Context: an optimization exercise on an open-source flow, tuned for small area. The choices shown serve that exercise and are no tape-out recipe.
In this exercise RTL edits were held to simulation tests only and were not proved equivalent to the original.
No driver is modelled on the clock port, so clocking that relies on it looks cheaper here than on a real chip.
No activity file was given, so power comes from the tool's default toggle rates.

## before
==> flow/design.v <==
module sd_adc (
    input  bit        clk,
    input  bit        rst,
    input  bit        adc_lvds_pin,
    output bit        adc_fb_pin,
    output bit [15:0] adc_output,
    output bit        adc_valid
);
    bit [7:0]  cnt;
    bit        ena, vld, fb;
    bit [16:0] cacc;
    bit [14:0] racc;
    bit        c4, rc4;
    bit [16:0] xs;
    bit [15:0] yr, zr;
    bit        y16, z16;
    bit [15:0] tr, s3, s2, hn;
    bit        cs, c2, c3, sat_hi, sat_lo;
    bit        nb0;
    bit        zo;
    wire c255 = (cnt == 8'd255);
    wire c0   = (cnt == 8'd0);
    wire first = c0 & ~ena;
    wire a    = fb & ~first;
    wire shift_in = (cnt[7:4] == 4'd0);                  
    wire k16      = (cnt == 8'd16);
    wire wr       = (cnt >= 8'd3)  && (cnt <= 8'd18);    
    wire zk = nb0 ? 1'b0 : (shift_in ? zr[0] : (k16 ? z16 : 1'b0));
    wire xk = xs[0];
    wire sk = xk ^ zk ^ cs;
    wire cs_n = (xk & zk) | (xk & cs) | (zk & cs);
    wire yj  = ~nb0 && wr && zr[13];
    wire yj2 = ~nb0 && (cnt <= 8'd16) && zr[15];
    wire t    = yj ^ yj2 ^ c2;
    wire c2_n = (yj & yj2) | (yj & c2) | (yj2 & c2);
    wire ns   = ~sk;
    wire fo   = t ^ ns ^ c3;
    wire c3_n = (t & ns) | (t & c3) | (ns & c3);
    wire tin = wr ? fo : (sat_hi | (~sat_lo & tr[0]));
    bit [3:0]  cl, rl, cm, rm;
    bit        cl_c, rl_c, cm_c, rm_c;
    bit [16:0] cacc_n;
    bit [15:0] racc_n;
    bit [7:0]  cop, rop;
    function automatic bit [4:0] add4(input bit [3:0] x, input bit [3:0] y, input bit ci);
        bit [4:0] c;
        bit [3:0] r;
        c[0] = ci;
        for (int i = 0; i < 4; i++) begin
            r[i]   = x[i] ^ y[i] ^ c[i];
            c[i+1] = (x[i] & y[i]) | (x[i] & c[i]) | (y[i] & c[i]);
        end
        add4 = {c[4], r};
    endfunction
    function automatic bit [9:0] inc9(input bit [8:0] x, input bit ci);
        bit [9:0] c;
        bit [8:0] r;
        c[0] = ci;
        for (int i = 0; i < 9; i++) begin
            r[i]   = x[i] ^ c[i];
            c[i+1] = x[i] & c[i];
        end
        inc9 = {c[9], r};
    endfunction
    bit [9:0] ci9, ri9;
    always_comb begin
        cop = a ? ~cnt : 8'd0;
        rop = a ? cnt : 8'd0;
        {cl_c, cl} = add4(cacc[3:0], cop[3:0], 1'b0);
        {cm_c, cm} = add4(cacc[7:4], cop[7:4], c4);
        ci9 = inc9(cacc[16:8], cm_c);
        cacc_n = {ci9[8:0], cm, cl};
        {rl_c, rl} = add4(racc[3:0], rop[3:0], a);
        {rm_c, rm} = add4(racc[7:4], rop[7:4], rc4);
        ri9 = inc9({2'b00, racc[14:8]}, rm_c);
        racc_n = {ri9[7:0], rm, rl};
    end
    always_ff @(posedge clk) begin
        fb  <= adc_lvds_pin;
        ena <= c255;
        vld <= ena;
        cnt <= rst ? 8'd0 : cnt + 8'd1;
        if (c255 | first) begin
            cacc <= {1'b0, racc_n};
            c4   <= rl_c;
        end else begin
            cacc <= cacc_n;
            c4   <= cl_c;
        end
        racc <= (rst | c255) ? 15'd0 : racc_n[14:0];
        rc4  <= ~(rst | c255) & rl_c;
        nb0 <= rst | (nb0 & ~c255);
        zo  <= nb0;
        xs <= (xs >> 1) | (c255 ? cacc_n : 17'd0);
        yr <= {shift_in ? xs[0] & ~nb0 : yr[0], yr[15:1]};
        zr <= {shift_in ? yr[0] & ~nb0 : zr[0], zr[15:1]};
        cs <= cs_n;
        c2 <= (cnt == 8'd2) ? 1'b0 : c2_n;
        c3 <= (cnt == 8'd2) ? 1'b1 : c3_n;
        if (k16) begin
            y16    <= xs[0] & ~nb0;
            z16    <= y16 & ~nb0;
            sat_hi <= ~nb0 & (y16 | (xs[0] & z16));
            sat_lo <= 1'b0;
        end
        if (cnt == 8'd19) begin
            sat_hi <= sat_hi | (fo & ~tr[15]);
            sat_lo <= ~sat_hi & fo & tr[15];
        end
        tr <= {tin, tr[15:1]};
        s3 <= {wr ? tr[0] & ~nb0 : s3[0], s3[15:1]};
        s2 <= {wr ? s3[0] & ~nb0 : s2[0], s2[15:1]};
        hn <= {wr ? ~(s2[0] & ~nb0) : hn[0], hn[15:1]};
    end
    assign adc_fb_pin = fb;
    assign adc_valid  = vld;
    assign adc_output = ~({hn[1:0], hn[15:2]} | {16{zo}});
endmodule
export LEC_CHECK = 0
export CAP_MARGIN = 20
export CORE_MARGIN = 2
export CORE_UTILIZATION = 40
export SLEW_MARGIN = 20
create_clock -name core_clock -period 5.0 [get_ports {clk}]
standard.sh (not shown) runs the stock make flow with config.mk's settings and CLKGATE_MAP_FILE= SYNTH_SCRIPT=/design/flow/synth_recipe.tcl, a recipe that flattens the netlist after the stock synthesis.
==> flow/flow/run.sh <==
#!/bin/bash
# Own layout flow: the standard ORFS flow (standard.sh), with
#  - CTS without dummy loads, built of buf_4; a POST_CTS hook
#    (upsize_clk.tcl) turns the clock buffers whose sinks see more than
#    115 ps of slew into buf_6,
#  - port buffers of the smallest buffer cell,
#  - power recovery (downsizing on paths with slack) after global routing.
# The full output of the flow goes to standard.log in the work folder; ORFS
# keeps each step's own log under orfs/logs.
set -euo pipefail
export CTS_ARGS='-sink_clustering_enable -repair_clock_nets -dont_use_dummy_load -buf_list sky130_fd_sc_hd__buf_4'
export POST_CTS_TCL="$PWD/flow/upsize_clk.tcl"
export BUFFER_PORTS_ARGS='-buffer_cell sky130_fd_sc_hd__buf_1'
export RECOVER_POWER=100
bash standard.sh > standard.log 2>&1
==> flow/flow/upsize_clk.tcl <==
# POST_CTS hook: the clock tree is built of buf_4; each clock buffer whose
# sinks see a slew above 115 ps (placement parasitics) becomes a buf_6,
# then the placement is legalized again.
estimate_parasitics -placement
set n 0
foreach inst [get_cells clkbuf*] {
  set worst 0
  set out [get_pins -of_objects $inst -filter "direction==output"]
  foreach p [get_pins -of_objects [get_nets -of_objects $out] -filter "direction==input"] {
    foreach k {slew_max_rise slew_max_fall} {
      set s [get_property $p $k]
      if {$s > $worst} { set worst $s }
    }
  }
  if {$worst > 0.115} {
    replace_cell $inst sky130_fd_sc_hd__buf_6
    incr n
  }
}
puts "upsize_clk: $n clock buffers upsized to buf_6"
detailed_placement
check_placement -verbose
Relative to before, the following input files were edited for after:
diff --git a/flow/design.v b/flow/design.v
--- a/flow/design.v
+++ b/flow/design.v
@@ -28,11 +28,11 @@
     wire zk = nb0 ? 1'b0 : (shift_in ? zr[0] : (k16 ? z16 : 1'b0));
     wire xk = xs[0];
     wire sk = xk ^ zk ^ cs;
     wire cs_n = (xk & zk) | (xk & cs) | (zk & cs);
     wire yj  = ~nb0 && wr && zr[13];
-    wire yj2 = ~nb0 && (cnt <= 8'd16) && zr[15];
+    wire yj2 = ~nb0 && (shift_in || k16) && zr[15];     
     wire t    = yj ^ yj2 ^ c2;
     wire c2_n = (yj & yj2) | (yj & c2) | (yj2 & c2);
     wire ns   = ~sk;
     wire fo   = t ^ ns ^ c3;
     wire c3_n = (t & ns) | (t & c3) | (ns & c3);
[summary]
- Across after and before, the outcome is the same: a clean finish for every run.
- Going from before to after, total number of vias now sits lower, fraction of the cycle the final worst path needs now sits higher, worst hold slack now sits at about the same level, area added between synthesis and finish now sits higher.
- Fraction of the core area covered by cells at the end of the flow delta (before -> after): insignificant
- The final reports for after and before show worst clock skew lower in the former.
- The wire length of the first global-routing pass on after is in line with that on before.
- Going from before to after, combinational logic power shrinks by 11%.

[port drivers added, routing unchanged]
In the flow no input, the clock included, has a driving cell. The finished layouts below were timed again as built, in two steps. Step 1 assumes that a clkbuf_16 drives the clock port and a buf_2 every other input. Step 2 times the ports against the registers' clock, not the clock port: input delays grow and output delays shrink by t, the midpoint of the rising clock arrivals with the driver on. a / b / c = ideal ports / drivers / drivers and shift; a / b = the first two.
| run | shift t [ns] | slack for setup (ns) | clock arrival spread, ns | slew at the worst register clock pin (ns) | pins driven straight from the clock port |
|---|---|---|---|---|---|
| before | 0.401 | 0.565 / 0.565 / 0.565 | 0.044 / 0.044 | 0.11 / 0.11 | 1 |
| after | 0.417 | 0.399 / 0.399 / 0.399 | 0.040 / 0.039 | 0.11 / 0.11 | 1 |
After both steps setup and hold are still met in every run listed.
